This is an optimization exercise on Yosys and OpenROAD, whose aim is small area and a short achievable clock period, not a production implementation. Function was checked by simulation only, so behaviour that the tests miss may differ from the original. The clock port is modelled as an ideal driver, which makes a skipped or thinned clock tree look cheaper than it is; a real chip needs a root buffer or a tree. No activity file was given, so power comes from the tool's default toggle rates.

==> 11-12 <==
Design TopModule, start of the top module:
module TopModule(MOSI,clk,SS_n,rst_n,MISO);
    input MOSI,clk,SS_n,rst_n;
    output MISO;
    wire [9:0] rx_data;
    wire rx_valid;
    wire [7:0] tx_data;
    SPI_Slave spi_slave (MOSI,clk,SS_n,tx_data,rst_n,MISO,rx_valid,rx_data);
    SPI_RAM ram(rx_data,clk,rst_n,rx_valid,tx_data);
endmodule
Settings: LEC_CHECK=0, CAP_MARGIN=30, CORE_MARGIN=2, CORE_UTILIZATION=50, PLACE_DENSITY=0.65, SETUP_SLACK_MARGIN=4.8, SLEW_MARGIN=20; clock period 7.0 ns.
standard.sh (not shown) runs the stock make flow with config.mk's settings and CLKGATE_MAP_FILE= SYNTH_SCRIPT=/design/flow/synth_recipe.tcl, a recipe that flattens the netlist after the stock synthesis.
==> flow/flow/run.sh <==
#!/bin/bash
# The standard layout (standard.sh) with these changes:
#  - synthesis maps the logic with an area-oriented ABC script (abc.script
#    here, in place of ORFS's abc_speed.script); every other synthesis step,
#    and so every register, is the standard synthesis's;
#  - ports are buffered with buf_4 cells;
#  - TritonCTS builds the clock tree from larger sink clusters, without
#    dummy loads; clock_top.tcl then replaces its root by four inverters on
#    the clock port and its branch buffers by inverters, and runs the
#    post-CTS timing repair.
# Each make run writes its output to a log here; each ORFS step keeps its
# own log under orfs/logs/.
set -euo pipefail
here=$(pwd)
rm -rf "$here/scripts_abc"
cp -r "$FLOW_HOME/scripts" "$here/scripts_abc"
cp "$here/flow/abc.script" "$here/scripts_abc/abc_speed.script"
bash standard.sh "SCRIPTS_DIR=$here/scripts_abc" synth > synth.log 2>&1
export BUFFER_PORTS_ARGS="-buffer_cell sky130_fd_sc_hd__buf_4"
export CTS_ARGS="-sink_clustering_enable -repair_clock_nets -dont_use_dummy_load -buf_list {sky130_fd_sc_hd__clkbuf_16 sky130_fd_sc_hd__clkbuf_8 sky130_fd_sc_hd__clkbuf_4} -root_buf sky130_fd_sc_hd__clkbuf_16 -sink_clustering_buffer sky130_fd_sc_hd__clkbuf_16 -sink_buffer_max_cap_derate 1.0 -sink_clustering_size 30 -sink_clustering_max_diameter 80"
export SKIP_CTS_REPAIR_TIMING=1
export POST_CTS_TCL="$here/flow/clock_top.tcl"
bash standard.sh finish > make.log 2>&1
==> flow/flow/clock_top.tcl <==
# Sourced by ORFS's cts.tcl after clock_tree_synthesis (POST_CTS_TCL, with
# SKIP_CTS_REPAIR_TIMING=1). TritonCTS builds a buffer tree: one root, a level
# of branch buffers, and leaf buffers that drive the registers. This replaces
# the root by four inverters driven by the clock port, each driving a group
# of branch buffers, and swaps the branch buffers for inverters, so the clock
# still reaches every register true, through three cells. Then it legalizes
# and runs the post-CTS timing repair that cts.tcl skipped.

set ::clock_top_root_cell sky130_fd_sc_hd__clkinv_16
set ::clock_top_branch_cell sky130_fd_sc_hd__clkinv_16
set ::clock_top_roots 4

proc clock_top_is_buf {inst} {
  return [string match "sky130_fd_sc_hd__clkbuf*" [[$inst getMaster] getName]]
}

# the clock buffers level by level from the port
proc clock_top_levels {clknet} {
  set levels {}
  set frontier [list $clknet]
  while {[llength $frontier]} {
    set next {}
    set lvl {}
    foreach net $frontier {
      foreach it [$net getITerms] {
        if {![$it isInputSignal]} continue
        set inst [$it getInst]
        if {![clock_top_is_buf $inst]} continue
        lappend lvl $inst
        lappend next [[$inst findITerm X] getNet]
      }
    }
    if {[llength $lvl]} { lappend levels $lvl }
    set frontier $next
  }
  return $levels
}

# replace buffer instances by inverters of the given master, in place
proc clock_top_to_inv {insts cell} {
  set block [ord::get_db_block]
  set master [[ord::get_db] findMaster $cell]
  set new {}
  foreach inst $insts {
    set innet [[$inst findITerm A] getNet]
    set onet [[$inst findITerm X] getNet]
    set loc [$inst getLocation]
    set name [$inst getName]
    foreach it [$inst getITerms] { if {[$it getNet] ne "NULL"} { $it disconnect } }
    odb::dbInst_destroy $inst
    set ni [odb::dbInst_create $block $master $name]
    $ni setLocation [lindex $loc 0] [lindex $loc 1]
    $ni setPlacementStatus PLACED
    if {$innet ne "NULL"} { [$ni findITerm A] connect $innet }
    [$ni findITerm Y] connect $onet
    lappend new $ni
  }
  return $new
}

# k-means of instance centres into k groups: {assignment centres}
proc clock_top_kmeans {insts k} {
  set pts {}
  foreach l $insts {
    set b [$l getBBox]
    lappend pts [list [expr {([$b xMin] + [$b xMax]) / 2.0}] [expr {([$b yMin] + [$b yMax]) / 2.0}]]
  }
  set n [llength $pts]
  set sorted [lsort -real -index 0 $pts]
  set centers {}
  for {set i 0} {$i < $k} {incr i} { lappend centers [lindex $sorted [expr {int(($i + 0.5) * $n / $k)}]] }
  for {set iter 0} {$iter < 50} {incr iter} {
    set assign {}
    foreach p $pts {
      set best 0
      set bd 1e30
      for {set c 0} {$c < $k} {incr c} {
        set d [expr {abs([lindex $p 0] - [lindex $centers $c 0]) + abs([lindex $p 1] - [lindex $centers $c 1])}]
        if {$d < $bd} { set bd $d; set best $c }
      }
      lappend assign $best
    }
    set nc {}
    for {set c 0} {$c < $k} {incr c} {
      set sx 0
      set sy 0
      set m 0
      foreach p $pts a $assign {
        if {$a == $c} { set sx [expr {$sx + [lindex $p 0]}]; set sy [expr {$sy + [lindex $p 1]}]; incr m }
      }
      if {$m} { lappend nc [list [expr {$sx / $m}] [expr {$sy / $m}]] } else { lappend nc [lindex $centers $c] }
    }
    set centers $nc
  }
  return [list $assign $centers]
}

proc clock_top_rebuild {} {
  global clock_top_root_cell clock_top_branch_cell clock_top_roots
  set block [ord::get_db_block]
  set clknet [$block findNet clk]
  set levels [clock_top_levels $clknet]
  puts "clock_top: buffers per level: [lmap l $levels {llength $l}]"
  if {[llength $levels] < 3 || [llength [lindex $levels 0]] != 1} {
    puts "clock_top: tree left as TritonCTS built it"
    return
  }
  set root [lindex $levels 0 0]
  set onet [[$root findITerm X] getNet]
  foreach it [$root getITerms] { if {[$it getNet] ne "NULL"} { $it disconnect } }
  odb::dbInst_destroy $root
  odb::dbNet_destroy $onet
  set branches [clock_top_to_inv [lindex $levels 1] $clock_top_branch_cell]
  set k [expr {min($clock_top_roots, [llength $branches])}]
  set r [clock_top_kmeans $branches $k]
  set master [[ord::get_db] findMaster $clock_top_root_cell]
  for {set c 0} {$c < $k} {incr c} {
    set inst [odb::dbInst_create $block $master "clkroot_$c"]
    $inst setLocation [expr {int([lindex $r 1 $c 0])}] [expr {int([lindex $r 1 $c 1])}]
    $inst setPlacementStatus PLACED
    set net [odb::dbNet_create $block "clknet_root_$c"]
    $net setSigType CLOCK
    [$inst findITerm A] connect $clknet
    [$inst findITerm Y] connect $net
    set n 0
    foreach b $branches a [lindex $r 0] {
      if {$a == $c} { [$b findITerm A] connect $net; incr n }
    }
    puts "clock_top: root $c drives $n branch inverters"
  }
}

clock_top_rebuild
detailed_placement
estimate_parasitics -placement
report_clock_latency
repair_timing_helper
detailed_placement
check_placement -verbose
Other scripts of this flow, unchanged in this note and not shown: flow/flow/abc.script
==> inputs of 06-28, as changes to 11-12 <==
CORE_UTILIZATION = 35   (was 50)
PLACE_DENSITY = unset   (was 0.65)
==> inputs of 09-18, as changes to 11-12 <==
--- a/flow/flow/clock_top.tcl
+++ b/flow/flow/clock_top.tcl
@@ -6,7 +6,7 @@
 # still reaches every register true, through three cells. Then it legalizes
 # and runs the post-CTS timing repair that cts.tcl skipped.
 
-set ::clock_top_root_cell sky130_fd_sc_hd__clkinv_16
+set ::clock_top_root_cell sky130_fd_sc_hd__clkinv_8
 set ::clock_top_branch_cell sky130_fd_sc_hd__clkinv_16
 set ::clock_top_roots 4
 
CORE_UTILIZATION = 40   (was 50)
PLACE_DENSITY = unset   (was 0.65)
==> comparison <==
Between 09-18 and 06-28, the lower hold slack is in 09-18 (gap 0.012 ns).
Between 06-28 and 11-12, the lower utilization is in 06-28 (gap 16 points).
Wire length: 06-28 < 09-18 < 11-12.
Synthesized area is the same in 09-18 and 11-12.
Between 06-28 and 09-18, the lower cell count is in 09-18 (gap about 6%, measured against 09-18).
Global-route usage: 11-12 is higher than 06-28 (6.2 points).
The highest via count belongs to 11-12, the lowest to 09-18.
In clock power, 11-12 and 09-18 hardly differ.
In sequential cell count, 11-12 and 06-28 do not differ.
The highest clock skew belongs to 11-12, the lowest to 06-28.
==> figures <==
| quantity | 09-18 | 11-12 | 06-28 |
|---|---|---|---|
| Result of the run | complete, no violations | complete, no violations | complete, no violations |
| Busiest grt layer | met1 | met2 | met2 |
| Area used by sequential logic in the layout | 42900 um^2 | 42900 um^2 | 42900 um^2 |
| Leakage power total | 19.8 nW | 19.8 nW | 20.0 nW |
| Cell area power density | 345 nW/um^2 | 347 nW/um^2 | 338 nW/um^2 |
| Tapcell Cnt | 1536 | 1265 | 1781 |
| Met3 WL | 3940 um | 4880 um | 3400 um |
| Startpoint of the tightest hold check path | ram.ring[15].q[50]$_DFF_P_ | ram.ring[21].q[34]$_DFF_P_ | ram.ring[25].q[40]$_DFF_P_ |
| First-pass GRT wire length | 127000 um | 133000 um | 125000 um |
| Non-filler instance count after layout | 4490 | 4215 | 4763 |
| Endpoint of the worst hold path | ram.ring[15].q[58]$_DFF_P_ | ram.ring[21].q[42]$_DFF_P_ | ram.ring[25].q[48]$_DFF_P_ |
| Slowest CP cell | dfxtp_2 | nor2_1 | a22oi_1 |
| Clock latency on the worst-skew pair | 0.43 ns | 0.39 ns | 0.39 ns |
| Cell area after placement | 49500 um^2 | 49200 um^2 | 49800 um^2 |
| Arrival time at the worst endpoint | 0.86 ns | 2.60 ns | 2.50 ns |
| Hold Worst Slack | 0.281 ns | 0.284 ns | 0.293 ns |
| Number of core rows | 126 | 113 | 135 |
| Count of fill cells added during filler insertion | 10225 | 7451 | 12366 |
| Met1 WL | 44200 um | 42900 um | 43400 um |
| R2R Path Start | ram.rd_addr[3]$_DFF_P_ | ram.wr_addr[7]$_SDFFCE_PN0P_ | ram.rd_addr[4]$_DFF_P_ |
| Psw | 3.61 mW | 3.61 mW | 3.56 mW |

-- static timing again, ports no longer ideal --
No port has a modelled driver above. Below, the same layouts with a new extraction and two added sets of constraints.
Step 1 sets driving cells, clkbuf_16 on the clock port and buf_2 on the other inputs (assumed; they add their load-dependent delay and slew).
Step 2, shift: input delay + t, output delay - t, t = (earliest + latest rising clock arrival at the registers) / 2. This alone moves slack from input paths to output paths.
Slacks: no drivers / after step 1 / after step 2; pairs: no drivers / after step 1.
| run | shift t [ns] | setup WS [ns] | clock arrival spread, ns |
|---|---|---|---|
| 11-12 | 0.596 | 4.618 / 4.546 / 4.616 | 0.096 / 0.097 |
| 06-28 | 0.621 | 4.729 / 4.531 / 4.617 | 0.053 / 0.052 |
| 09-18 | 0.579 | 4.736 / 4.547 / 4.561 | 0.078 / 0.080 |
After both steps setup and hold are still met in every run listed. For 09-18, which loses most, drivers alone change the setup slack by -0.189 ns; drivers and shift together by -0.175 ns.
